From an optimization exercise on the open Yosys and OpenROAD flow, aimed at small area, a short achievable clock period and few clock cycles; shortcuts taken in it are not production practice.
In this exercise RTL edits were held to simulation tests only and were not proved equivalent to the original.
Power figures rest on the tool's default switching activity, not on a simulated workload.

### flow/run.sh
#!/bin/bash
# Standard synthesis, then the standard layout with stronger port buffers,
# a clock tree with a strong root buffer and larger sink clusters, and
# timing repair aimed below the design's clock period. Each make run's
# full output goes to its own log here; ORFS keeps per-step logs in orfs/logs.
set -euo pipefail
bash standard.sh synth > synth.log 2>&1
bash standard.sh "BUFFER_PORTS_ARGS=-buffer_cell sky130_fd_sc_hd__buf_4" "SETUP_SLACK_MARGIN=8.3" \
  "CTS_ARGS=-sink_clustering_enable -repair_clock_nets -buf_list sky130_fd_sc_hd__clkbuf_16 -root_buf sky130_fd_sc_hd__clkbuf_16 -sink_clustering_size 26 -sink_clustering_max_diameter 150" \
  finish > layout.log 2>&1
### standard.sh
#!/bin/bash
# synth_recipe.tcl (not shown) runs the flow's synth.tcl, then flattens the netlist and writes it again
# the make line also repeats each setting of config.mk as NAME=value (left out here)
make -C /OpenROAD-flow-scripts/flow DESIGN_CONFIG=/design/flow/config.mk WORK_HOME=/design/flow/orfs CLKGATE_MAP_FILE= SYNTH_SCRIPT=/design/flow/synth_recipe.tcl "${@:-finish}"
### config.mk
export PLATFORM = sky130hd
export DESIGN_NAME = m1
export DESIGN_NICKNAME = m1
export VERILOG_FILES = /design/flow/design.v
export SDC_FILE = /design/flow/constraint.sdc
export NUM_CORES = 4
export LEC_CHECK = 0
export CAP_MARGIN = 20
export CORE_MARGIN = 2
export CORE_UTILIZATION = 60
export SLEW_MARGIN = 20
### constraint.sdc
create_clock -name core_clock -period 12.0 [get_ports {Clock}]
set_input_delay 2.4000 -clock core_clock [delete_from_list [all_inputs] [get_ports {Clock}]]
set_output_delay 2.4000 -clock core_clock [all_outputs]
set_load 0.01 [all_outputs]
### design.v
`timescale 1ns/100ps
`default_nettype none
module m1(
input logic Clock,
input logic StartBit,
input logic Resetn,
input logic [15:0] ReadData,
output logic [15:0] WriteData,
output logic [17:0] SRAM_Address,
output logic Wen,
output logic StopBit
);
localparam logic [17:0] U_BASE   = 18'd38400;
localparam logic [17:0] V_BASE   = 18'd57600;
localparam logic [17:0] RGB_BASE = 18'd146944;
logic        run;
logic [4:0]  p;        
logic [15:0] S;        
logic [2:0]  m5;       
logic [16:0] Wa;       
logic        w5, w6;   
logic        wr;       
logic        f0, f1, f157, f158, f159, quirk;    
logic        last;     
assign Wen = ~wr;
always_ff @(posedge Clock or negedge Resetn) begin
	if (~Resetn) begin
		run <= 1'b0;
		p <= 5'b00001;
		S <= 16'd0;
		m5 <= 3'd0;
		Wa <= RGB_BASE[16:0];
		w5 <= 1'b0;
		w6 <= 1'b0;
		f0 <= 1'b0;
		f1 <= 1'b0;
		f157 <= 1'b0;
		f158 <= 1'b0;
		f159 <= 1'b0;
		quirk <= 1'b0;
		SRAM_Address <= 18'd0;
		wr <= 1'b0;
		last <= 1'b0;
		StopBit <= 1'b0;
	end else if (~run) begin
		if (StartBit && p[0]) begin
			run <= 1'b1;
			SRAM_Address <= U_BASE;
		end
	end else begin
		p <= {p[3:0], p[4]};
		wr <= 1'b0;
		if (p[0] | p[2] | p[3]) begin
			SRAM_Address <= {1'b1, Wa};
			if (p[0] ? w6 : w5) begin
				wr <= 1'b1;
				Wa <= Wa + 17'd1;
			end
			if (p[0] & w6 & (&Wa)) last <= 1'b1;
		end
		if (p[1]) begin
			SRAM_Address <= {2'b00, S - 16'd4};
			if (last) begin
				StopBit <= 1'b1;
				run <= 1'b0;
				p <= 5'b00000;
			end
		end
		if (p[4]) begin
			S <= S + 16'd1;
			m5 <= (m5 == 3'd4) ? 3'd0 : m5 + 3'd1;
			f0 <= f159;
			f1 <= f0;
			f157 <= (S[4:0] == 5'd0) && (m5 == 3'd0);    
			f158 <= f157;
			f159 <= f158;
			quirk <= (S == 16'd5);
			if (S == 16'd4) w5 <= 1'b1;
			if (S == 16'd5) w6 <= 1'b1;
			SRAM_Address <= (S[0] ? U_BASE + 18'd1 : V_BASE) + {3'b000, S[15:1]};
		end
	end
end
logic [7:0] ur [0:5];
logic [7:0] vr [0:5];
logic [15:0] upend;
logic [7:0]  vpend;
wire ins = run & p[2];
always_ff @(posedge Clock) begin
	for (int k = 0; k < 5; k++) begin
		ur[k] <= ur[k+1];
		vr[k] <= vr[k+1];
	end
	ur[5] <= ur[0];
	vr[5] <= vr[0];
	if (ins) begin
		ur[0] <= S[0] ? upend[15:8] : upend[7:0];
		vr[0] <= S[0] ? ReadData[15:8] : vpend;
	end
	if (ins & ~S[0]) upend <= ReadData;
	if (ins & S[0]) vpend <= ReadData[7:0];
end
logic usel;
always_ff @(posedge Clock) usel <= p[2];
logic [7:0] w [0:5];
always_comb begin
	if (usel) for (int k = 0; k < 6; k++) w[k] = ur[5-k];
	else      for (int k = 0; k < 6; k++) w[k] = vr[(10-k) % 6];
end
logic [7:0] a1, b1, a2, b2, a3, b3;
always_comb begin
	a1 = w[2];
	b1 = f159 ? w[2] : w[3];
	a2 = f0 ? w[2] : w[1];
	b2 = f159 ? w[2] : f158 ? w[3] : w[4];
	a3 = f0 ? w[2] : f1 ? w[1] : w[0];
	b3 = f159 ? w[2] : f158 ? w[3] : (f157 || quirk) ? w[4] : w[5];
end
logic [8:0] s1, s2, s3;
always_ff @(posedge Clock) begin
	s1 <= a1 + b1;
	s2 <= a2 + b2;
	s3 <= a3 + b3;
end
wire [8:0] io;
wire [10:0] io3;
m1_interp u_interp(.Clock(Clock), .s1(s1), .s2(s2), .s3(s3), .o(io), .o3(io3));
logic [8:0] uo;     
always_ff @(posedge Clock) uo <= io;
logic [7:0] yb, yl;
always_ff @(posedge Clock) begin
	yb <= p[4] ? ReadData[15:8] : yl;
	if (p[4]) yl <= ReadData[7:0];
end
wire [7:0] ue = ur[1];
wire [7:0] ve = vr[1];
wire [8:0] eu = {ue[7], ~ue[7], ue[6:0]};
wire [8:0] ev = {ve[7], ~ve[7], ve[6:0]};
logic esel;
always_ff @(posedge Clock) esel <= p[4];
wire [8:0] xu = esel ? eu : uo;
wire [22:0] xt;
m1_yterm u_yterm(.Y(yb), .T(xt));
logic [22:0] pt;
logic [8:0] pu, pv;
logic [10:0] pu3, pv3;
always_ff @(posedge Clock) begin
	pt <= xt;
	pu <= xu;
	pu3 <= {xu, 1'b0} + {2'b00, xu};
	if (esel) begin
		pv <= ev;
		pv3 <= {ev, 1'b0} + {2'b00, ev};
	end else begin
		pv <= io;
		pv3 <= io3;
	end
end
wire [7:0] rr, gg, bb;
m1_pix u_pix(.Clock(Clock), .T(pt), .U(pu), .U3(pu3), .V(pv), .V3(pv3), .R(rr), .G(gg), .B(bb));
logic [7:0]  bh;
logic [15:0] gbh;
always_ff @(posedge Clock) begin
	bh <= bb;
	if (p[3]) gbh <= {gg, bb};
	if (p[2])      WriteData <= {rr, gg};
	else if (p[3]) WriteData <= {bh, rr};
	else           WriteData <= gbh;
end
endmodule
module m1_yterm(
input logic [7:0] Y,
output logic [24:2] T
);
wire yt_1 = Y[0] ^ Y[3];
wire yt_2 = Y[0] & Y[3];
wire yt_3 = Y[1] ^ Y[4];
wire yt_4 = Y[1] & Y[4];
wire yt_5 = Y[2] ^ Y[5];
wire yt_6 = Y[2] & Y[5];
wire yt_7 = Y[0] ^ Y[2];
wire yt_8 = Y[0] & Y[2];
wire yt_9 = Y[1] ^ Y[3] ^ Y[5];
wire yt_10 = (Y[1] & Y[3]) | (Y[1] & Y[5]) | (Y[3] & Y[5]);
wire yt_11 = Y[2] ^ Y[4] ^ Y[6];
wire yt_12 = (Y[2] & Y[4]) | (Y[2] & Y[6]) | (Y[4] & Y[6]);
wire yt_13 = Y[5] ^ Y[7] ^ yt_1;
wire yt_14 = (Y[5] & Y[7]) | (Y[5] & yt_1) | (Y[7] & yt_1);
wire yt_15 = Y[6] ^ yt_2 ^ yt_3;
wire yt_16 = (Y[6] & yt_2) | (Y[6] & yt_3) | (yt_2 & yt_3);
wire yt_17 = Y[7] ^ yt_4 ^ yt_5;
wire yt_18 = (Y[7] & yt_4) | (Y[7] & yt_5) | (yt_4 & yt_5);
wire yt_19 = Y[3] ^ Y[6] ^ yt_6;
wire yt_20 = (Y[3] & Y[6]) | (Y[3] & yt_6) | (Y[6] & yt_6);
wire yt_21 = Y[4] ^ Y[7];
wire yt_22 = Y[4] & Y[7];
wire yt_23 = Y[0] ^ Y[2];
wire yt_24 = Y[0] & Y[2];
wire yt_25 = ~1'b0 ^ Y[1] ^ Y[3];
wire yt_26 = (~1'b0 & Y[1]) | (~1'b0 & Y[3]) | (Y[1] & Y[3]);
wire yt_27 = ~1'b0 ^ Y[4] ^ yt_7;
wire yt_28 = (~1'b0 & Y[4]) | (~1'b0 & yt_7) | (Y[4] & yt_7);
wire yt_29 = ~1'b0 ^ yt_8 ^ yt_9;
wire yt_30 = (~1'b0 & yt_8) | (~1'b0 & yt_9) | (yt_8 & yt_9);
wire yt_31 = ~1'b0 ^ yt_10 ^ yt_11;
wire yt_32 = (~1'b0 & yt_10) | (~1'b0 & yt_11) | (yt_10 & yt_11);
wire yt_33 = ~1'b0 ^ yt_12 ^ yt_13;
wire yt_34 = (~1'b0 & yt_12) | (~1'b0 & yt_13) | (yt_12 & yt_13);
wire yt_35 = ~1'b0 ^ yt_14 ^ yt_15;
wire yt_36 = (~1'b0 & yt_14) | (~1'b0 & yt_15) | (yt_14 & yt_15);
wire yt_37 = ~1'b0 ^ yt_16 ^ yt_17;
wire yt_38 = (~1'b0 & yt_16) | (~1'b0 & yt_17) | (yt_16 & yt_17);
wire yt_39 = ~1'b0 ^ yt_18 ^ yt_19;
wire yt_40 = (~1'b0 & yt_18) | (~1'b0 & yt_19) | (yt_18 & yt_19);
wire yt_41 = ~1'b0 ^ yt_21 ^ yt_20;
wire yt_42 = (~1'b0 & yt_21) | (~1'b0 & yt_20) | (yt_21 & yt_20);
wire yt_43 = ~1'b0 ^ Y[5] ^ yt_22;
wire yt_44 = (~1'b0 & Y[5]) | (~1'b0 & yt_22) | (Y[5] & yt_22);
wire yt_45 = ~1'b0 ^ Y[6];
wire yt_46 = ~1'b0 & Y[6];
wire yt_47 = ~1'b0 ^ Y[7];
wire yt_48 = ~1'b0 & Y[7];
wire [24:0] yt_a = {yt_48, yt_46, yt_44, yt_42, yt_40, yt_38, yt_36, yt_34, yt_32, yt_30, yt_28, yt_26, yt_24, yt_23, ~1'b0, Y[0], ~Y[6], ~Y[5], ~Y[4], ~Y[3], ~Y[2], ~Y[1], ~1'b0, 1'b0, 1'b0};
wire [24:0] yt_b = {~1'b0, yt_47, yt_45, yt_43, yt_41, yt_39, yt_37, yt_35, yt_33, yt_31, yt_29, yt_27, yt_25, ~1'b0, Y[1], ~Y[7], 1'b0, 1'b0, 1'b0, 1'b0, 1'b0, 1'b0, ~Y[0], 1'b0, 1'b0};
wire [24:0] yts = yt_a + yt_b;
assign T = yts[24:2];
endmodule
module m1_pix(
input logic Clock,
input logic [24:2] T,
input logic [8:0] U,
input logic [10:0] U3,
input logic [8:0] V,
input logic [10:0] V3,
output logic [7:0] R,
output logic [7:0] G,
output logic [7:0] B
);
wire r_1 = T[8] ^ V[1];
wire r_2 = T[8] & V[1];
wire r_3 = T[9] ^ V[2];
wire r_4 = T[9] & V[2];
wire r_5 = T[10] ^ V[3] ^ V[6];
wire r_6 = (T[10] & V[3]) | (T[10] & V[6]) | (V[3] & V[6]);
wire r_7 = T[11] ^ V3[0] ^ V[4];
wire r_8 = (T[11] & V3[0]) | (T[11] & V[4]) | (V3[0] & V[4]);
wire r_9 = T[12] ^ V3[1];
wire r_10 = T[12] & V3[1];
wire r_11 = T[15] ^ V3[0];
wire r_12 = T[15] & V3[0];
wire r_13 = T[6] ^ V[2];
wire r_14 = T[6] & V[2];
wire r_15 = T[7] ^ V[0] ^ V[3];
wire r_16 = (T[7] & V[0]) | (T[7] & V[3]) | (V[0] & V[3]);
wire r_17 = V[4] ^ V3[8] ^ r_1;
wire r_18 = (V[4] & V3[8]) | (V[4] & r_1) | (V3[8] & r_1);
wire r_19 = V[5] ^ V3[9] ^ r_2;
wire r_20 = (V[5] & V3[9]) | (V[5] & r_2) | (V3[9] & r_2);
wire r_21 = V3[10] ^ r_4 ^ r_5;
wire r_22 = (V3[10] & r_4) | (V3[10] & r_5) | (r_4 & r_5);
wire r_23 = V[7] ^ r_6 ^ r_7;
wire r_24 = (V[7] & r_6) | (V[7] & r_7) | (r_6 & r_7);
wire r_25 = V[5] ^ V[8] ^ r_9;
wire r_26 = (V[5] & V[8]) | (V[5] & r_9) | (V[8] & r_9);
wire r_27 = T[13] ^ V3[2] ^ V[6];
wire r_28 = (T[13] & V3[2]) | (T[13] & V[6]) | (V3[2] & V[6]);
wire r_29 = T[14] ^ V3[3] ^ V[7];
wire r_30 = (T[14] & V3[3]) | (T[14] & V[7]) | (V3[3] & V[7]);
wire r_31 = V3[4] ^ V[8] ^ r_11;
wire r_32 = (V3[4] & V[8]) | (V3[4] & r_11) | (V[8] & r_11);
wire r_33 = T[16] ^ V3[1] ^ V3[5];
wire r_34 = (T[16] & V3[1]) | (T[16] & V3[5]) | (V3[1] & V3[5]);
wire r_35 = T[17] ^ V3[2];
wire r_36 = T[17] & V3[2];
wire r_37 = T[18] ^ V3[3] ^ V3[7];
wire r_38 = (T[18] & V3[3]) | (T[18] & V3[7]) | (V3[3] & V3[7]);
wire r_39 = T[19] ^ V3[4];
wire r_40 = T[19] & V3[4];
wire r_41 = T[20] ^ V3[5] ^ V3[9];
wire r_42 = (T[20] & V3[5]) | (T[20] & V3[9]) | (V3[5] & V3[9]);
wire r_43 = T[21] ^ V3[6];
wire r_44 = T[21] & V3[6];
wire r_45 = T[22] ^ V3[7];
wire r_46 = T[22] & V3[7];
wire r_47 = T[4] ^ V[0];
wire r_48 = T[4] & V[0];
wire r_49 = T[5] ^ V[1] ^ V3[5];
wire r_50 = (T[5] & V[1]) | (T[5] & V3[5]) | (V[1] & V3[5]);
wire r_51 = ~1'b0 ^ V3[6] ^ r_13;
wire r_52 = (~1'b0 & V3[6]) | (~1'b0 & r_13) | (V3[6] & r_13);
wire r_53 = V3[7] ^ r_14 ^ r_15;
wire r_54 = (V3[7] & r_14) | (V3[7] & r_15) | (r_14 & r_15);
wire r_55 = ~1'b0 ^ r_16 ^ r_17;
wire r_56 = (~1'b0 & r_16) | (~1'b0 & r_17) | (r_16 & r_17);
wire r_57 = r_3 ^ r_18 ^ r_19;
wire r_58 = (r_3 & r_18) | (r_3 & r_19) | (r_18 & r_19);
wire r_59 = ~1'b0 ^ r_20 ^ r_21;
wire r_60 = (~1'b0 & r_20) | (~1'b0 & r_21) | (r_20 & r_21);
wire r_61 = ~1'b0 ^ r_22 ^ r_23;
wire r_62 = (~1'b0 & r_22) | (~1'b0 & r_23) | (r_22 & r_23);
wire r_63 = r_8 ^ r_25 ^ r_24;
wire r_64 = (r_8 & r_25) | (r_8 & r_24) | (r_25 & r_24);
wire r_65 = r_10 ^ r_27 ^ r_26;
wire r_66 = (r_10 & r_27) | (r_10 & r_26) | (r_27 & r_26);
wire r_67 = ~1'b0 ^ r_28 ^ r_29;
wire r_68 = (~1'b0 & r_28) | (~1'b0 & r_29) | (r_28 & r_29);
wire r_69 = ~1'b0 ^ r_30 ^ r_31;
wire r_70 = (~1'b0 & r_30) | (~1'b0 & r_31) | (r_30 & r_31);
wire r_71 = r_12 ^ r_33 ^ r_32;
wire r_72 = (r_12 & r_33) | (r_12 & r_32) | (r_33 & r_32);
wire r_73 = V3[6] ^ r_35 ^ r_34;
wire r_74 = (V3[6] & r_35) | (V3[6] & r_34) | (r_35 & r_34);
wire r_75 = ~1'b0 ^ r_36 ^ r_37;
wire r_76 = (~1'b0 & r_36) | (~1'b0 & r_37) | (r_36 & r_37);
wire r_77 = V3[8] ^ r_39 ^ r_38;
wire r_78 = (V3[8] & r_39) | (V3[8] & r_38) | (r_39 & r_38);
wire r_79 = ~1'b0 ^ r_40 ^ r_41;
wire r_80 = (~1'b0 & r_40) | (~1'b0 & r_41) | (r_40 & r_41);
wire r_81 = V3[10] ^ r_43 ^ r_42;
wire r_82 = (V3[10] & r_43) | (V3[10] & r_42) | (r_43 & r_42);
wire r_83 = ~1'b0 ^ r_44 ^ r_45;
wire r_84 = (~1'b0 & r_44) | (~1'b0 & r_45) | (r_44 & r_45);
wire r_85 = T[23] ^ V3[8] ^ r_46;
wire r_86 = (T[23] & V3[8]) | (T[23] & r_46) | (V3[8] & r_46);
wire r_87 = T[24] ^ V3[9];
wire r_88 = T[24] & V3[9];
wire r_89 = ~1'b0 ^ V3[10];
wire r_90 = ~1'b0 & V3[10];
wire [26:0] r_a = {r_90, r_88, r_86, r_84, r_82, r_80, r_78, r_76, r_74, r_72, r_70, r_68, r_66, r_64, r_62, r_60, r_58, r_56, r_54, r_52, r_50, r_48, r_47, T[3], T[2], V3[1], V3[0]};
wire [26:0] r_b = {~1'b0, r_89, r_87, r_85, r_83, r_81, r_79, r_77, r_75, r_73, r_71, r_69, r_67, r_65, r_63, r_61, r_59, r_57, r_55, r_53, r_51, r_49, V3[4], V3[3], V3[2], 1'b0, 1'b0};
wire [20:0] r_lo = {1'b0, r_a[19:0]} + {1'b0, r_b[19:0]};
logic [26:20] r_ha, r_hb;
logic r_c;
logic [19:16] r_l;
always_ff @(posedge Clock) begin
	r_ha <= r_a[26:20];
	r_hb <= r_b[26:20];
	r_c <= r_lo[20];
	r_l <= r_lo[19:16];
end
wire [26:20] r_s = r_ha + r_hb + {{(6){1'b0}}, r_c};
wire [26:16] r_f = {r_s, r_l};
assign R = r_f[26] ? 8'd0 : (|r_f[25:24]) ? 8'd255 : r_f[23:16];
wire g_1 = ~1'b0 ^ ~U3[2];
wire g_2 = ~1'b0 & ~U3[2];
wire g_3 = 1'b0 ^ U3[3] ^ V[1];
wire g_4 = (1'b0 & U3[3]) | (1'b0 & V[1]) | (U3[3] & V[1]);
wire g_5 = ~U3[4] ^ ~V[2];
wire g_6 = ~U3[4] & ~V[2];
wire g_7 = 1'b0 ^ U3[5] ^ V[3];
wire g_8 = (1'b0 & U3[5]) | (1'b0 & V[3]) | (U3[5] & V[3]);
wire g_9 = ~1'b0 ^ ~U3[6];
wire g_10 = ~1'b0 & ~U3[6];
wire g_11 = ~U[0] ^ ~U3[7];
wire g_12 = ~U[0] & ~U3[7];
wire g_13 = 1'b0 ^ U[1] ^ U3[8];
wire g_14 = (1'b0 & U[1]) | (1'b0 & U3[8]) | (U[1] & U3[8]);
wire g_15 = U[2] ^ U3[9] ^ V[0];
wire g_16 = (U[2] & U3[9]) | (U[2] & V[0]) | (U3[9] & V[0]);
wire g_17 = U3[0] ^ U[3] ^ U3[10];
wire g_18 = (U3[0] & U[3]) | (U3[0] & U3[10]) | (U[3] & U3[10]);
wire g_19 = ~V[1] ^ ~V[8];
wire g_20 = ~V[1] & ~V[8];
wire g_21 = U3[1] ^ U[4] ^ V3[0];
wire g_22 = (U3[1] & U[4]) | (U3[1] & V3[0]) | (U[4] & V3[0]);
wire g_23 = T[14] ^ ~V[2];
wire g_24 = T[14] & ~V[2];
wire g_25 = 1'b0 ^ U3[2] ^ U[5];
wire g_26 = (1'b0 & U3[2]) | (1'b0 & U[5]) | (U3[2] & U[5]);
wire g_27 = ~T[15] ^ V3[1] ^ V[3];
wire g_28 = (~T[15] & V3[1]) | (~T[15] & V[3]) | (V3[1] & V[3]);
wire g_29 = 1'b0 ^ U3[3] ^ U[6];
wire g_30 = (1'b0 & U3[3]) | (1'b0 & U[6]) | (U3[3] & U[6]);
wire g_31 = ~T[16] ^ V3[2] ^ V[4];
wire g_32 = (~T[16] & V3[2]) | (~T[16] & V[4]) | (V3[2] & V[4]);
wire g_33 = U3[4] ^ U[7] ^ V3[3];
wire g_34 = (U3[4] & U[7]) | (U3[4] & V3[3]) | (U[7] & V3[3]);
wire g_35 = T[17] ^ ~V[5];
wire g_36 = T[17] & ~V[5];
wire g_37 = U3[5] ^ U[8] ^ V3[4];
wire g_38 = (U3[5] & U[8]) | (U3[5] & V3[4]) | (U[8] & V3[4]);
wire g_39 = T[18] ^ ~V[6];
wire g_40 = T[18] & ~V[6];
wire g_41 = 1'b0 ^ U3[6] ^ V3[5];
wire g_42 = (1'b0 & U3[6]) | (1'b0 & V3[5]) | (U3[6] & V3[5]);
wire g_43 = T[19] ^ ~V[7];
wire g_44 = T[19] & ~V[7];
wire g_45 = 1'b0 ^ U3[7] ^ V3[6];
wire g_46 = (1'b0 & U3[7]) | (1'b0 & V3[6]) | (U3[7] & V3[6]);
wire g_47 = T[20] ^ ~V[8];
wire g_48 = T[20] & ~V[8];
wire g_49 = 1'b0 ^ U3[8] ^ V3[7];
wire g_50 = (1'b0 & U3[8]) | (1'b0 & V3[7]) | (U3[8] & V3[7]);
wire g_51 = ~1'b0 ^ ~U3[9];
wire g_52 = ~1'b0 & ~U3[9];
wire g_53 = ~1'b0 ^ ~U3[10];
wire g_54 = ~1'b0 & ~U3[10];
wire g_55 = ~1'b0 ^ ~U3[0];
wire g_56 = ~1'b0 & ~U3[0];
wire g_57 = ~U3[1] ^ ~V[4];
wire g_58 = ~U3[1] & ~V[4];
wire g_59 = ~T[5] ^ V[0] ^ V[5];
wire g_60 = (~T[5] & V[0]) | (~T[5] & V[5]) | (V[0] & V[5]);
wire g_61 = T[6] ^ ~V[6] ^ g_2;
wire g_62 = (T[6] & ~V[6]) | (T[6] & g_2) | (~V[6] & g_2);
wire g_63 = T[7] ^ ~V[7] ^ g_5;
wire g_64 = (T[7] & ~V[7]) | (T[7] & g_5) | (~V[7] & g_5);
wire g_65 = T[8] ^ ~V[8] ^ g_6;
wire g_66 = (T[8] & ~V[8]) | (T[8] & g_6) | (~V[8] & g_6);
wire g_67 = T[9] ^ ~V[4] ^ g_9;
wire g_68 = (T[9] & ~V[4]) | (T[9] & g_9) | (~V[4] & g_9);
wire g_69 = T[10] ^ g_10 ^ g_11;
wire g_70 = (T[10] & g_10) | (T[10] & g_11) | (g_10 & g_11);
wire g_71 = T[11] ^ ~V[6] ^ g_12;
wire g_72 = (T[11] & ~V[6]) | (T[11] & g_12) | (~V[6] & g_12);
wire g_73 = V[7] ^ g_14 ^ g_15;
wire g_74 = (V[7] & g_14) | (V[7] & g_15) | (g_14 & g_15);
wire g_75 = T[13] ^ g_19 ^ ~g_16;
wire g_76 = (T[13] & g_19) | (T[13] & ~g_16) | (g_19 & ~g_16);
wire g_77 = g_20 ^ g_23 ^ ~g_18;
wire g_78 = (g_20 & g_23) | (g_20 & ~g_18) | (g_23 & ~g_18);
wire g_79 = g_22 ^ g_25 ^ g_27;
wire g_80 = (g_22 & g_25) | (g_22 & g_27) | (g_25 & g_27);
wire g_81 = g_26 ^ g_28 ^ g_29;
wire g_82 = (g_26 & g_28) | (g_26 & g_29) | (g_28 & g_29);
wire g_83 = g_30 ^ g_32 ^ g_33;
wire g_84 = (g_30 & g_32) | (g_30 & g_33) | (g_32 & g_33);
wire g_85 = g_36 ^ g_39 ^ ~g_34;
wire g_86 = (g_36 & g_39) | (g_36 & ~g_34) | (g_39 & ~g_34);
wire g_87 = g_40 ^ g_43 ^ ~g_38;
wire g_88 = (g_40 & g_43) | (g_40 & ~g_38) | (g_43 & ~g_38);
wire g_89 = g_44 ^ g_47 ^ ~g_42;
wire g_90 = (g_44 & g_47) | (g_44 & ~g_42) | (g_47 & ~g_42);
wire g_91 = T[21] ^ g_48 ^ ~g_46;
wire g_92 = (T[21] & g_48) | (T[21] & ~g_46) | (g_48 & ~g_46);
wire g_93 = T[22] ^ ~V3[8] ^ g_51;
wire g_94 = (T[22] & ~V3[8]) | (T[22] & g_51) | (~V3[8] & g_51);
wire g_95 = T[23] ^ g_52 ^ g_53;
wire g_96 = (T[23] & g_52) | (T[23] & g_53) | (g_52 & g_53);
wire g_97 = 1'b0 ^ ~T[24] ^ V3[10];
wire g_98 = (1'b0 & ~T[24]) | (1'b0 & V3[10]) | (~T[24] & V3[10]);
wire g_99 = T[3] ^ g_55;
wire g_100 = T[3] & g_55;
wire g_101 = T[4] ^ g_56 ^ g_57;
wire g_102 = (T[4] & g_56) | (T[4] & g_57) | (g_56 & g_57);
wire g_103 = g_58 ^ g_1 ^ ~g_59;
wire g_104 = (g_58 & g_1) | (g_58 & ~g_59) | (g_1 & ~g_59);
wire g_105 = g_60 ^ g_3 ^ ~g_61;
wire g_106 = (g_60 & g_3) | (g_60 & ~g_61) | (g_3 & ~g_61);
wire g_107 = ~g_4 ^ g_62 ^ g_63;
wire g_108 = (~g_4 & g_62) | (~g_4 & g_63) | (g_62 & g_63);
wire g_109 = ~g_7 ^ g_64 ^ g_65;
wire g_110 = (~g_7 & g_64) | (~g_7 & g_65) | (g_64 & g_65);
wire g_111 = ~g_8 ^ g_66 ^ g_67;
wire g_112 = (~g_8 & g_66) | (~g_8 & g_67) | (g_66 & g_67);
wire g_113 = ~V[5] ^ g_68 ^ g_69;
wire g_114 = (~V[5] & g_68) | (~V[5] & g_69) | (g_68 & g_69);
wire g_115 = ~g_13 ^ g_70 ^ g_71;
wire g_116 = (~g_13 & g_70) | (~g_13 & g_71) | (g_70 & g_71);
wire g_117 = T[12] ^ g_72 ^ ~g_73;
wire g_118 = (T[12] & g_72) | (T[12] & ~g_73) | (g_72 & ~g_73);
wire g_119 = g_17 ^ g_74 ^ ~g_75;
wire g_120 = (g_17 & g_74) | (g_17 & ~g_75) | (g_74 & ~g_75);
wire g_121 = ~g_21 ^ g_76 ^ g_77;
wire g_122 = (~g_21 & g_76) | (~g_21 & g_77) | (g_76 & g_77);
wire g_123 = g_24 ^ g_78 ^ ~g_79;
wire g_124 = (g_24 & g_78) | (g_24 & ~g_79) | (g_78 & ~g_79);
wire g_125 = g_31 ^ g_80 ^ g_81;
wire g_126 = (g_31 & g_80) | (g_31 & g_81) | (g_80 & g_81);
wire g_127 = ~g_35 ^ g_82 ^ g_83;
wire g_128 = (~g_35 & g_82) | (~g_35 & g_83) | (g_82 & g_83);
wire g_129 = g_37 ^ g_84 ^ ~g_85;
wire g_130 = (g_37 & g_84) | (g_37 & ~g_85) | (g_84 & ~g_85);
wire g_131 = ~g_41 ^ g_86 ^ g_87;
wire g_132 = (~g_41 & g_86) | (~g_41 & g_87) | (g_86 & g_87);
wire g_133 = ~g_45 ^ g_88 ^ g_89;
wire g_134 = (~g_45 & g_88) | (~g_45 & g_89) | (g_88 & g_89);
wire g_135 = ~g_49 ^ g_90 ^ g_91;
wire g_136 = (~g_49 & g_90) | (~g_49 & g_91) | (g_90 & g_91);
wire g_137 = ~g_50 ^ g_92 ^ g_93;
wire g_138 = (~g_50 & g_92) | (~g_50 & g_93) | (g_92 & g_93);
wire g_139 = ~V3[9] ^ g_94 ^ g_95;
wire g_140 = (~V3[9] & g_94) | (~V3[9] & g_95) | (g_94 & g_95);
wire g_141 = g_54 ^ ~g_97 ^ g_96;
wire g_142 = (g_54 & ~g_97) | (g_54 & g_96) | (~g_97 & g_96);
wire [26:0] g_a = {~1'b0, g_142, g_140, g_138, g_136, g_134, g_132, ~g_130, ~g_128, ~g_126, g_124, g_122, ~g_120, g_118, g_116, g_114, g_112, g_110, g_108, ~g_106, g_104, g_102, g_100, g_99, T[2], ~V[1], ~1'b0};
wire [26:0] g_b = {1'b0, ~g_98, g_141, g_139, g_137, g_135, g_133, g_131, ~g_129, ~g_127, ~g_125, g_123, g_121, ~g_119, g_117, g_115, g_113, g_111, g_109, g_107, ~g_105, g_103, g_101, ~V[3], ~V[2], 1'b0, ~V[0]};
wire [16:0] g_lo = {1'b0, g_a[15:0]} + {1'b0, g_b[15:0]};
logic [26:16] g_ha, g_hb;
logic g_c;
always_ff @(posedge Clock) begin
	g_ha <= g_a[26:16];
	g_hb <= g_b[26:16];
	g_c <= g_lo[16];
end
wire [26:16] g_s = g_ha + g_hb + {{(10){1'b0}}, g_c};
wire [26:16] g_f = g_s;
assign G = g_f[26] ? 8'd0 : (|g_f[25:24]) ? 8'd255 : g_f[23:16];
wire b_1 = T[8] ^ U[1];
wire b_2 = T[8] & U[1];
wire b_3 = T[9] ^ U[2];
wire b_4 = T[9] & U[2];
wire b_5 = T[10] ^ U[0] ^ U[3];
wire b_6 = (T[10] & U[0]) | (T[10] & U[3]) | (U[0] & U[3]);
wire b_7 = U3[7] ^ U3[10];
wire b_8 = U3[7] & U3[10];
wire b_9 = T[11] ^ U[1] ^ U[4];
wire b_10 = (T[11] & U[1]) | (T[11] & U[4]) | (U[1] & U[4]);
wire b_11 = T[12] ^ U[2];
wire b_12 = T[12] & U[2];
wire b_13 = T[13] ^ U[3];
wire b_14 = T[13] & U[3];
wire b_15 = T[14] ^ U[4];
wire b_16 = T[14] & U[4];
wire b_17 = T[15] ^ U[5];
wire b_18 = T[15] & U[5];
wire b_19 = T[6] ^ U3[3];
wire b_20 = T[6] & U3[3];
wire b_21 = T[7] ^ U[0] ^ U3[4];
wire b_22 = (T[7] & U[0]) | (T[7] & U3[4]) | (U[0] & U3[4]);
wire b_23 = U3[5] ^ U3[8] ^ b_1;
wire b_24 = (U3[5] & U3[8]) | (U3[5] & b_1) | (U3[8] & b_1);
wire b_25 = U3[6] ^ U3[9] ^ b_2;
wire b_26 = (U3[6] & U3[9]) | (U3[6] & b_2) | (U3[9] & b_2);
wire b_27 = b_4 ^ b_7 ^ b_5;
wire b_28 = (b_4 & b_7) | (b_4 & b_5) | (b_7 & b_5);
wire b_29 = U3[8] ^ b_8 ^ b_6;
wire b_30 = (U3[8] & b_8) | (U3[8] & b_6) | (b_8 & b_6);
wire b_31 = U[5] ^ U3[9] ^ b_11;
wire b_32 = (U[5] & U3[9]) | (U[5] & b_11) | (U3[9] & b_11);
wire b_33 = U[6] ^ U3[10] ^ b_12;
wire b_34 = (U[6] & U3[10]) | (U[6] & b_12) | (U3[10] & b_12);
wire b_35 = U[7] ^ b_14 ^ b_15;
wire b_36 = (U[7] & b_14) | (U[7] & b_15) | (b_14 & b_15);
wire b_37 = U[8] ^ b_16 ^ b_17;
wire b_38 = (U[8] & b_16) | (U[8] & b_17) | (b_16 & b_17);
wire b_39 = T[16] ^ U[6];
wire b_40 = T[16] & U[6];
wire b_41 = T[17] ^ U[0];
wire b_42 = T[17] & U[0];
wire b_43 = T[18] ^ U[1];
wire b_44 = T[18] & U[1];
wire b_45 = T[19] ^ U[2];
wire b_46 = T[19] & U[2];
wire b_47 = T[3] ^ U3[0];
wire b_48 = T[3] & U3[0];
wire b_49 = T[4] ^ U3[1] ^ U3[4];
wire b_50 = (T[4] & U3[1]) | (T[4] & U3[4]) | (U3[1] & U3[4]);
wire b_51 = T[5] ^ U3[2] ^ U3[5];
wire b_52 = (T[5] & U3[2]) | (T[5] & U3[5]) | (U3[2] & U3[5]);
wire b_53 = ~1'b0 ^ U3[6] ^ b_19;
wire b_54 = (~1'b0 & U3[6]) | (~1'b0 & b_19) | (U3[6] & b_19);
wire b_55 = U3[7] ^ b_20 ^ b_21;
wire b_56 = (U3[7] & b_20) | (U3[7] & b_21) | (b_20 & b_21);
wire b_57 = ~1'b0 ^ b_22 ^ b_23;
wire b_58 = (~1'b0 & b_22) | (~1'b0 & b_23) | (b_22 & b_23);
wire b_59 = b_3 ^ b_24 ^ b_25;
wire b_60 = (b_3 & b_24) | (b_3 & b_25) | (b_24 & b_25);
wire b_61 = ~1'b0 ^ b_26 ^ b_27;
wire b_62 = (~1'b0 & b_26) | (~1'b0 & b_27) | (b_26 & b_27);
wire b_63 = b_9 ^ b_28 ^ b_29;
wire b_64 = (b_9 & b_28) | (b_9 & b_29) | (b_28 & b_29);
wire b_65 = b_10 ^ b_30 ^ b_31;
wire b_66 = (b_10 & b_30) | (b_10 & b_31) | (b_30 & b_31);
wire b_67 = b_13 ^ b_32 ^ b_33;
wire b_68 = (b_13 & b_32) | (b_13 & b_33) | (b_32 & b_33);
wire b_69 = ~1'b0 ^ b_34 ^ b_35;
wire b_70 = (~1'b0 & b_34) | (~1'b0 & b_35) | (b_34 & b_35);
wire b_71 = ~1'b0 ^ b_36 ^ b_37;
wire b_72 = (~1'b0 & b_36) | (~1'b0 & b_37) | (b_36 & b_37);
wire b_73 = b_18 ^ b_39 ^ b_38;
wire b_74 = (b_18 & b_39) | (b_18 & b_38) | (b_39 & b_38);
wire b_75 = U[7] ^ b_40 ^ b_41;
wire b_76 = (U[7] & b_40) | (U[7] & b_41) | (b_40 & b_41);
wire b_77 = U[8] ^ b_42 ^ b_43;
wire b_78 = (U[8] & b_42) | (U[8] & b_43) | (b_42 & b_43);
wire b_79 = ~1'b0 ^ b_44 ^ b_45;
wire b_80 = (~1'b0 & b_44) | (~1'b0 & b_45) | (b_44 & b_45);
wire b_81 = T[20] ^ U[3] ^ b_46;
wire b_82 = (T[20] & U[3]) | (T[20] & b_46) | (U[3] & b_46);
wire b_83 = ~1'b0 ^ T[21] ^ U[4];
wire b_84 = (~1'b0 & T[21]) | (~1'b0 & U[4]) | (T[21] & U[4]);
wire b_85 = ~1'b0 ^ T[22] ^ U[5];
wire b_86 = (~1'b0 & T[22]) | (~1'b0 & U[5]) | (T[22] & U[5]);
wire b_87 = ~1'b0 ^ T[23] ^ U[6];
wire b_88 = (~1'b0 & T[23]) | (~1'b0 & U[6]) | (T[23] & U[6]);
wire b_89 = ~1'b0 ^ T[24] ^ U[7];
wire b_90 = (~1'b0 & T[24]) | (~1'b0 & U[7]) | (T[24] & U[7]);
wire [26:0] b_a = {~1'b0, b_90, b_88, b_86, b_84, b_82, b_80, b_78, b_76, b_74, b_72, b_70, b_68, b_66, b_64, b_62, b_60, b_58, b_56, b_54, b_52, b_50, b_48, b_47, T[2], U3[1], U3[0]};
wire [26:0] b_b = {1'b0, U[8], b_89, b_87, b_85, b_83, b_81, b_79, b_77, b_75, b_73, b_71, b_69, b_67, b_65, b_63, b_61, b_59, b_57, b_55, b_53, b_51, b_49, U3[3], U3[2], 1'b0, 1'b0};
wire [20:0] b_lo = {1'b0, b_a[19:0]} + {1'b0, b_b[19:0]};
logic [26:20] b_ha, b_hb;
logic b_c;
logic [19:16] b_l;
always_ff @(posedge Clock) begin
	b_ha <= b_a[26:20];
	b_hb <= b_b[26:20];
	b_c <= b_lo[20];
	b_l <= b_lo[19:16];
end
wire [26:20] b_s = b_ha + b_hb + {{(6){1'b0}}, b_c};
wire [26:16] b_f = {b_s, b_l};
assign B = b_f[26] ? 8'd0 : (|b_f[25:24]) ? 8'd255 : b_f[23:16];
endmodule
module m1_interp(
input logic Clock,
input logic [8:0] s1,
input logic [8:0] s2,
input logic [8:0] s3,
output logic [8:0] o,
output logic [10:0] o3
);
wire ip_1 = s1[0] ^ s1[2];
wire ip_2 = s1[0] & s1[2];
wire ip_3 = s1[1] ^ s1[3];
wire ip_4 = s1[1] & s1[3];
wire ip_5 = s1[0] ^ s2[1];
wire ip_6 = s1[0] & s2[1];
wire ip_7 = 1'b0 ^ s1[6] ^ s2[0];
wire ip_8 = (1'b0 & s1[6]) | (1'b0 & s2[0]) | (s1[6] & s2[0]);
wire ip_9 = s1[1] ^ s2[2] ^ s3[2];
wire ip_10 = (s1[1] & s2[2]) | (s1[1] & s3[2]) | (s2[2] & s3[2]);
wire ip_11 = 1'b0 ^ s1[7] ^ s2[1];
wire ip_12 = (1'b0 & s1[7]) | (1'b0 & s2[1]) | (s1[7] & s2[1]);
wire ip_13 = s2[3] ^ s3[3] ^ s3[5];
wire ip_14 = (s2[3] & s3[3]) | (s2[3] & s3[5]) | (s3[3] & s3[5]);
wire ip_15 = s3[7] ^ ip_1;
wire ip_16 = s3[7] & ip_1;
wire ip_17 = s1[8] ^ s2[2] ^ s2[6];
wire ip_18 = (s1[8] & s2[2]) | (s1[8] & s2[6]) | (s2[2] & s2[6]);
wire ip_19 = s2[4] ^ s3[4] ^ s3[6];
wire ip_20 = (s2[4] & s3[4]) | (s2[4] & s3[6]) | (s3[4] & s3[6]);
wire ip_21 = s3[8] ^ ip_2 ^ ip_3;
wire ip_22 = (s3[8] & ip_2) | (s3[8] & ip_3) | (ip_2 & ip_3);
wire ip_23 = ~1'b0 ^ s1[2] ^ s1[4];
wire ip_24 = (~1'b0 & s1[2]) | (~1'b0 & s1[4]) | (s1[2] & s1[4]);
wire ip_25 = s2[3] ^ ~s2[5] ^ s2[7];
wire ip_26 = (s2[3] & ~s2[5]) | (s2[3] & s2[7]) | (~s2[5] & s2[7]);
wire ip_27 = s3[5] ^ s3[7] ^ ip_4;
wire ip_28 = (s3[5] & s3[7]) | (s3[5] & ip_4) | (s3[7] & ip_4);
wire ip_29 = ~1'b0 ^ s1[3] ^ s1[5];
wire ip_30 = (~1'b0 & s1[3]) | (~1'b0 & s1[5]) | (s1[3] & s1[5]);
wire ip_31 = s2[4] ^ ~s2[6] ^ s2[8];
wire ip_32 = (s2[4] & ~s2[6]) | (s2[4] & s2[8]) | (~s2[6] & s2[8]);
wire ip_33 = s3[6] ^ s3[8];
wire ip_34 = s3[6] & s3[8];
wire ip_35 = s1[4] ^ s1[6] ^ s2[7];
wire ip_36 = (s1[4] & s1[6]) | (s1[4] & s2[7]) | (s1[6] & s2[7]);
wire ip_37 = s1[5] ^ s1[7];
wire ip_38 = s1[5] & s1[7];
wire ip_39 = ~1'b0 ^ ~s1[2];
wire ip_40 = ~1'b0 & ~s1[2];
wire ip_41 = ~s1[3] ^ ~s2[1];
wire ip_42 = ~s1[3] & ~s2[1];
wire ip_43 = s1[4] ^ ~s2[0] ^ s2[2];
wire ip_44 = (s1[4] & ~s2[0]) | (s1[4] & s2[2]) | (~s2[0] & s2[2]);
wire ip_45 = s3[0] ^ s3[2];
wire ip_46 = s3[0] & s3[2];
wire ip_47 = s1[5] ^ s2[3] ^ ~s3[1];
wire ip_48 = (s1[5] & s2[3]) | (s1[5] & ~s3[1]) | (s2[3] & ~s3[1]);
wire ip_49 = s3[3] ^ s3[5] ^ ip_5;
wire ip_50 = (s3[3] & s3[5]) | (s3[3] & ip_5) | (s3[5] & ip_5);
wire ip_51 = s3[4] ^ s3[6] ^ ip_6;
wire ip_52 = (s3[4] & s3[6]) | (s3[4] & ip_6) | (s3[6] & ip_6);
wire ip_53 = s2[4] ^ ip_7 ^ ~ip_9;
wire ip_54 = (s2[4] & ip_7) | (s2[4] & ~ip_9) | (ip_7 & ~ip_9);
wire ip_55 = s2[5] ^ ip_8 ^ ip_11;
wire ip_56 = (s2[5] & ip_8) | (s2[5] & ip_11) | (ip_8 & ip_11);
wire ip_57 = ip_10 ^ ip_13 ^ ip_15;
wire ip_58 = (ip_10 & ip_13) | (ip_10 & ip_15) | (ip_13 & ip_15);
wire ip_59 = ip_12 ^ ~ip_14 ^ ip_17;
wire ip_60 = (ip_12 & ~ip_14) | (ip_12 & ip_17) | (~ip_14 & ip_17);
wire ip_61 = ip_19 ^ ip_16 ^ ip_21;
wire ip_62 = (ip_19 & ip_16) | (ip_19 & ip_21) | (ip_16 & ip_21);
wire ip_63 = ~ip_18 ^ ip_20 ^ ip_23;
wire ip_64 = (~ip_18 & ip_20) | (~ip_18 & ip_23) | (ip_20 & ip_23);
wire ip_65 = ~ip_25 ^ ip_22 ^ ip_27;
wire ip_66 = (~ip_25 & ip_22) | (~ip_25 & ip_27) | (ip_22 & ip_27);
wire ip_67 = ip_33 ^ ip_24 ^ ip_29;
wire ip_68 = (ip_33 & ip_24) | (ip_33 & ip_29) | (ip_24 & ip_29);
wire ip_69 = ip_26 ^ ip_31 ^ ~ip_28;
wire ip_70 = (ip_26 & ip_31) | (ip_26 & ~ip_28) | (ip_31 & ~ip_28);
wire ip_71 = s3[7] ^ ip_34 ^ ip_30;
wire ip_72 = (s3[7] & ip_34) | (s3[7] & ip_30) | (ip_34 & ip_30);
wire ip_73 = s2[5] ^ ip_32 ^ ~ip_35;
wire ip_74 = (s2[5] & ip_32) | (s2[5] & ~ip_35) | (ip_32 & ~ip_35);
wire ip_75 = 1'b0 ^ s2[6] ^ ~s2[8];
wire ip_76 = (1'b0 & s2[6]) | (1'b0 & ~s2[8]) | (s2[6] & ~s2[8]);
wire ip_77 = s3[8] ^ ip_37 ^ ip_36;
wire ip_78 = (s3[8] & ip_37) | (s3[8] & ip_36) | (ip_37 & ip_36);
wire ip_79 = ~1'b0 ^ s1[6] ^ s1[8];
wire ip_80 = (~1'b0 & s1[6]) | (~1'b0 & s1[8]) | (s1[6] & s1[8]);
wire ip_81 = ~s2[7] ^ ip_38;
wire ip_82 = ~s2[7] & ip_38;
wire ip_83 = ~1'b0 ^ ~s2[8];
wire ip_84 = ~1'b0 & ~s2[8];
wire ip_85 = s3[0] ^ s3[2];
wire ip_86 = s3[0] & s3[2];
wire ip_87 = s3[1] ^ s3[3] ^ ip_40;
wire ip_88 = (s3[1] & s3[3]) | (s3[1] & ip_40) | (s3[3] & ip_40);
wire ip_89 = s3[4] ^ ip_45 ^ ip_42;
wire ip_90 = (s3[4] & ip_45) | (s3[4] & ip_42) | (ip_45 & ip_42);
wire ip_91 = ~ip_46 ^ ip_44 ^ ip_47;
wire ip_92 = (~ip_46 & ip_44) | (~ip_46 & ip_47) | (ip_44 & ip_47);
wire ip_93 = ~ip_48 ^ ip_50 ^ ip_51;
wire ip_94 = (~ip_48 & ip_50) | (~ip_48 & ip_51) | (ip_50 & ip_51);
wire ip_95 = ~ip_52 ^ ip_54 ^ ip_55;
wire ip_96 = (~ip_52 & ip_54) | (~ip_52 & ip_55) | (ip_54 & ip_55);
wire ip_97 = ip_56 ^ ip_59 ^ ~ip_58;
wire ip_98 = (ip_56 & ip_59) | (ip_56 & ~ip_58) | (ip_59 & ~ip_58);
wire ip_99 = ip_63 ^ ip_62 ^ ip_65;
wire ip_100 = (ip_63 & ip_62) | (ip_63 & ip_65) | (ip_62 & ip_65);
wire ip_101 = ip_64 ^ ip_67 ^ ip_66;
wire ip_102 = (ip_64 & ip_67) | (ip_64 & ip_66) | (ip_67 & ip_66);
wire ip_103 = ip_68 ^ ip_71 ^ ~ip_73;
wire ip_104 = (ip_68 & ip_71) | (ip_68 & ~ip_73) | (ip_71 & ~ip_73);
wire ip_105 = ~ip_75 ^ ip_72 ^ ip_77;
wire ip_106 = (~ip_75 & ip_72) | (~ip_75 & ip_77) | (ip_72 & ip_77);
wire ip_107 = ip_79 ^ ip_81 ^ ip_78;
wire ip_108 = (ip_79 & ip_81) | (ip_79 & ip_78) | (ip_81 & ip_78);
wire ip_109 = s1[7] ^ ip_83 ^ ip_80;
wire ip_110 = (s1[7] & ip_83) | (s1[7] & ip_80) | (ip_83 & ip_80);
wire ip_111 = s1[8] ^ ip_84;
wire ip_112 = s1[8] & ip_84;
wire ip_113 = ~1'b0 ^ ~s1[0];
wire ip_114 = ~1'b0 & ~s1[0];
wire ip_115 = ~s1[1] ^ s3[1];
wire ip_116 = ~s1[1] & s3[1];
wire ip_117 = ~s2[0] ^ ip_85 ^ ip_39;
wire ip_118 = (~s2[0] & ip_85) | (~s2[0] & ip_39) | (ip_85 & ip_39);
wire ip_119 = ip_86 ^ ip_41 ^ ip_87;
wire ip_120 = (ip_86 & ip_41) | (ip_86 & ip_87) | (ip_41 & ip_87);
wire ip_121 = ~ip_43 ^ ip_88 ^ ip_89;
wire ip_122 = (~ip_43 & ip_88) | (~ip_43 & ip_89) | (ip_88 & ip_89);
wire ip_123 = ip_90 ^ ip_49 ^ ~ip_91;
wire ip_124 = (ip_90 & ip_49) | (ip_90 & ~ip_91) | (ip_49 & ~ip_91);
wire ip_125 = ip_92 ^ ip_53 ^ ~ip_93;
wire ip_126 = (ip_92 & ip_53) | (ip_92 & ~ip_93) | (ip_53 & ~ip_93);
wire ip_127 = ip_57 ^ ip_94 ^ ~ip_95;
wire ip_128 = (ip_57 & ip_94) | (ip_57 & ~ip_95) | (ip_94 & ~ip_95);
wire ip_129 = ~ip_61 ^ ip_96 ^ ip_97;
wire ip_130 = (~ip_61 & ip_96) | (~ip_61 & ip_97) | (ip_96 & ip_97);
wire ip_131 = ip_60 ^ ip_98 ^ ~ip_99;
wire ip_132 = (ip_60 & ip_98) | (ip_60 & ~ip_99) | (ip_98 & ~ip_99);
wire ip_133 = ~ip_69 ^ ip_100 ^ ip_101;
wire ip_134 = (~ip_69 & ip_100) | (~ip_69 & ip_101) | (ip_100 & ip_101);
wire ip_135 = ~ip_70 ^ ip_103 ^ ip_102;
wire ip_136 = (~ip_70 & ip_103) | (~ip_70 & ip_102) | (ip_103 & ip_102);
wire ip_137 = ~ip_74 ^ ip_105 ^ ip_104;
wire ip_138 = (~ip_74 & ip_105) | (~ip_74 & ip_104) | (ip_105 & ip_104);
wire ip_139 = ~ip_76 ^ ip_106 ^ ip_107;
wire ip_140 = (~ip_76 & ip_106) | (~ip_76 & ip_107) | (ip_106 & ip_107);
wire ip_141 = ip_82 ^ ip_109 ^ ip_108;
wire ip_142 = (ip_82 & ip_109) | (ip_82 & ip_108) | (ip_109 & ip_108);
wire ip_143 = ~1'b0 ^ ip_111 ^ ip_110;
wire ip_144 = (~1'b0 & ip_111) | (~1'b0 & ip_110) | (ip_111 & ip_110);
wire ip_145 = ~1'b0 ^ ip_112;
wire ip_146 = ~1'b0 & ip_112;
wire [16:0] ip_a = {ip_144, ip_142, ip_140, ip_138, ip_136, ip_134, ~ip_132, ~ip_130, ip_128, ~ip_126, ip_124, ip_122, ip_120, ip_118, ip_116, ip_114, ip_113};
wire [16:0] ip_b = {ip_145, ip_143, ip_141, ip_139, ip_137, ip_135, ip_133, ~ip_131, ~ip_129, ip_127, ~ip_125, ip_123, ip_121, ip_119, ip_117, ip_115, s3[0]};
wire [12:0] ip_lo = {1'b0, ip_a[11:0]} + {1'b0, ip_b[11:0]};
logic [16:12] ip_ha, ip_hb;
logic ip_c;
logic [11:8] ip_l;
always_ff @(posedge Clock) begin
	ip_ha <= ip_a[16:12];
	ip_hb <= ip_b[16:12];
	ip_c <= ip_lo[12];
	ip_l <= ip_lo[11:8];
end
wire [16:12] ip_s = ip_ha + ip_hb + {{(4){1'b0}}, ip_c};
wire [16:8] ip_f = {ip_s, ip_l};
assign o = ip_f;
assign o3 = {o, 1'b0} + {2'b00, o};
endmodule
==> run summary <==
status = finished clean
ANT nets after route = 0
Max Cap Violations = 0
Syn Nets = 2,785
CP Capture Type = flop
CP startpoint = s1[7]$_DFF_P_
Hold Path Stages = 0
sequential element share of the synthesized area = 0.379
Hold WC Path Type = flop to flop
vias in the first global route = 16,600
fmax = 0.268 GHz
DRC = 0
TritonCTS Buffers = 20
maximum clock insertion buffer count = 3
r2r endpoint = u_interp.ip_l[11]$_DFF_P_
Worst R2R Path Depth = 14
Worst Path Arrival = 4230 ps
Syn Area/Cell = 10.3 µm²
Final GP Congestion = 0.906
Setup violations, final = 0
clk sinks = 417
Setup crit start kind = flop
TritonCTS clock tree = yes
CTS root buffer = clkbuf_16
Fin. Hold Viols = 0
Multi-input gate area = 0.0133 mm²
Syn Inst Count = 2,344
Clock Skews = 31.7 ps
crit path max fanout = 3
reg-to-reg slack, setup = 8270 ps
Crit path required time = 12,510 ps
via count = 16,000
actual slew at the worst max-slew pin = 994 ps
WL/cell = 19.3 µm
Synth-to-Final Area Change = 7.01%
number of port buffers = 54
YS warnings = 6
fraction of layout cells with a size suffix above 1 = 0.0865
power density over cell area = 85.0 mW/mm²
H-tree lvl count = 1
DIE AREA = 0.0420 mm²
CP Class = flop to flop
Initial DRT Pass Iterations = 5
Hold Crit Endpoint = ur[4][5]$_DFF_P_
async set-reset flop share out of synthesis = 0.170
WL final = 56.3 mm
Seq cells post-synth = 417
minimum clock period = 3730 ps
number of DRC markers in iteration 0 = 984
sequential share of power = 0.639
die height = 205 µm
hold path startpoint = ur[5][5]$_DFF_P_
Hold Slack = 351 ps
vias per std cell = 5.48
R2R Path Start = s1[7]$_DFF_P_
dominant synthesized flop cell = dfxtp_1
Rel. slew slack = 0.330
Filler cells = 3,317
Clock power frac = 0.356
nets = 2,823
Die Width = 205 µm
Fin Setup TNS = 0 ps
crit share post-route = 0.311
P_leak = 12.2 nW
Clock Latency Late Sink = 560 ps
internal power = 1.74 mW
largest net degree at the start of global routing = 72
row count = 73
Worst-path clk slew = 110 ps
grt total ovfl = 0
unrepaired setup endpoints after global routing = yes
Net Switching = 0.468 mW
Post-synth EDFFs = 48
fin util = 0.652
Register Area = 0.00922 mm²
Starting Density = 0.609
first-pass GRT wire length = 89.5 mm
I/O pins = 55
Placeable Area = 0.0398 mm²
switch share = 0.212
combinational fraction of design power = 0.005
post-detail-place hpwl = 44.3 mm
Netlist Area Pre-Place = 0.0243 mm²
Slew Viols, Final = 0
Distinct cells, synth = 83
Peak VDD IR = 97.1 µV
Total Routing Usage GR = 0.276
number of antenna violations at the first check in global routing = 2
==> stage by stage <==
step / setup WS, ps / cell area [µm²] / power (mW) / std cells
CTS: 8240 / 25900 / 2.22 / 2917
global route: 8210 / 26000 / 2.27 / 2919
floorplan: 8380 / 24300 / 1.44 / 2344
finish: 8270 / 26000 / 2.21 / 2920
detailed placement: 7960 / 25200 / 1.45 / 2882
global placement: 8180 / 25200 / 1.45 / 2882
==> cells in the final DEF, fill, tap and decap left out, types with 44 or more instances in the layout <==
cell	instances
dfrtp_1	64
ha_1	255
dfxtp_1	282
nor2_1	90
nand2_1	145
fa_1	160
xnor2_1	80
inv_1	448
a21oi_1	87
mux2i_1	57
buf_4	68
o21ai_0	133
edfxtp_1	48
xor2_1	48
mux2_2	44
==> repair_timing <==
item                                    CTS  global route
gates resized for setup                  22            24
buffers inserted                          2             1
pin swaps                                11             8
endpoints found under the setup margin    8            13
hold buffers                              0             0
==> critical path, stage by stage, from the launching register on <==
cell     delay, ps
dfxtp_2        350
ha_1           310
fa_1           480
inv_1           50
fa_1           510
inv_1           50
fa_1           490
inv_2           50
ha_4           220
a21o_1         180
or3_4          400
a31oi_4        200
nor4b_4         80
o21ai_2        150
o31a_1         160
==> area by class of cell <==
class | instances | area share
antenna | 2 | 0.000193
clock buffer | 21 | 0.0202
clock inverter | 12 | 0.00275
inverter | 443 | 0.0641
multi-input combinational | 1431 | 0.512
sequential | 417 | 0.355
tap | 525 | 0.0253
timing repair buffer | 69 | 0.0201
==> cells by family (layout without fill, tap and decap cells) <==
family	Yosys count	in the layout	synth area share
simple gates	359	359	0.0688
xor+xnor	129	129	0.0469
buf+inv	496	545	0.0775
flops	417	417	0.379
compound gates	411	411	0.107
mux	110	110	0.0523
other cells	0	2	0
fa+ha+maj	422	422	0.268
==> how the worst max path moves through the flow <==
stage,end,depth (start not counted)
2_1_floorplan,u_interp.ip_l[11]$_DFF_P_,15
3_3_place_gp,u_interp.ip_l[11]$_DFF_P_,13
4_1_cts,u_interp.ip_l[11]$_DFF_P_,13
5_1_grt,u_interp.ip_l[11]$_DFF_P_,15
3_5_place_dp,u_interp.ip_l[11]$_DFF_P_,13
6_report,u_interp.ip_l[11]$_DFF_P_,14
==> cells in the mapped netlist (all sizes together), types with 4 or more instances <==
library cell / instances / area [µm²]
a2111oi: 12 / 120
nor4: 5 / 58.8
and2: 6 / 37.5
inv: 441 / 1660
o21bai: 11 / 82.6
dfstp: 6 / 158
o21ai: 140 / 708
nor2b: 12 / 75.1
edfxtp: 48 / 1440
dfxtp: 298 / 5970
mux2i: 57 / 571
mux4: 9 / 203
fa: 163 / 3260
nand2: 145 / 544
xor2: 48 / 420
o21a: 24 / 181
clkbuf: 29 / 109
nand4: 13 / 81.3
a31o: 6 / 52.6
nor3: 15 / 80.1
a221oi: 8 / 70.1
nor2: 92 / 348
ha: 259 / 3240
a21o: 43 / 323
xnor2: 81 / 717
nand2b: 23 / 144
a21boi: 5 / 37.5
a21oi: 89 / 453
nand3: 22 / 110
buf: 24 / 108
or3: 4 / 25.0
o31ai: 5 / 37.5
a211oi: 12 / 90.1
a31oi: 19 / 125
dfrtp: 65 / 1630
mux2: 44 / 495
o211ai: 10 / 75.1
and3: 9 / 56.3
==> routing by layer <==
layer / track usage / vias up / wire length (µm)
met1: 0.361 / 7781 / 24900
met5: 0 / - / 0
li1: - / 7764 / -
met2: 0.466 / 346 / 26700
met3: 0.0321 / 116 / 2170
met4: 0.117 / 0 / 2550
==> power by group through the flow <==
stage | Clock [mW] | Sequential, mW | Combinational (mW)
finish | 0.785 | 1.41 | 0.0113
global route | 0.851 | 1.41 | 0.0127
CTS | 0.797 | 1.41 | 0.0117
detailed placement | 0 | 1.44 | 0.0117
global placement | 0 | 1.44 | 0.0113
floorplan | 0 | 1.44 | 0.0000919
==> state kept, by name, indices dropped and copies added (netlist names), 11 cells and up <==
register and cells:
gbh 16, SRAM_Address 18, S 16, pu3 11, vr 48, pt 23
upend 16, pv3 11, ur 48, WriteData 16, Wa 17
Testbench counts, summed over its fixed seeds: cycles 1,152,168.

[afterwards: timing with drivers on the ports]
In the flow no input, the clock included, has a driving cell. The finished layout below was timed again as built, in two steps. Step 1 sets driving cells, clkbuf_16 on the clock port and buf_2 on the other inputs (assumed; they add their load-dependent delay and slew). Step 2, shift: input delay + t, output delay - t, t = (earliest + latest rising clock arrival at the registers) / 2. This alone moves slack from input paths to output paths. Three values: no drivers, after step 1, after step 2; two values: the first two.
shift t [ns]: 0.602
slack for setup (ns): 8.273 / 8.273 / 8.273
worst setup path at the end: register to register
worst slew at a driven data input, ns: 0.08
pins driven straight from the clock port: 1
After both steps setup and hold are still met in this run. The setup slack of this run moves by 0.000 ns with the drivers and by 0.000 ns with both steps.
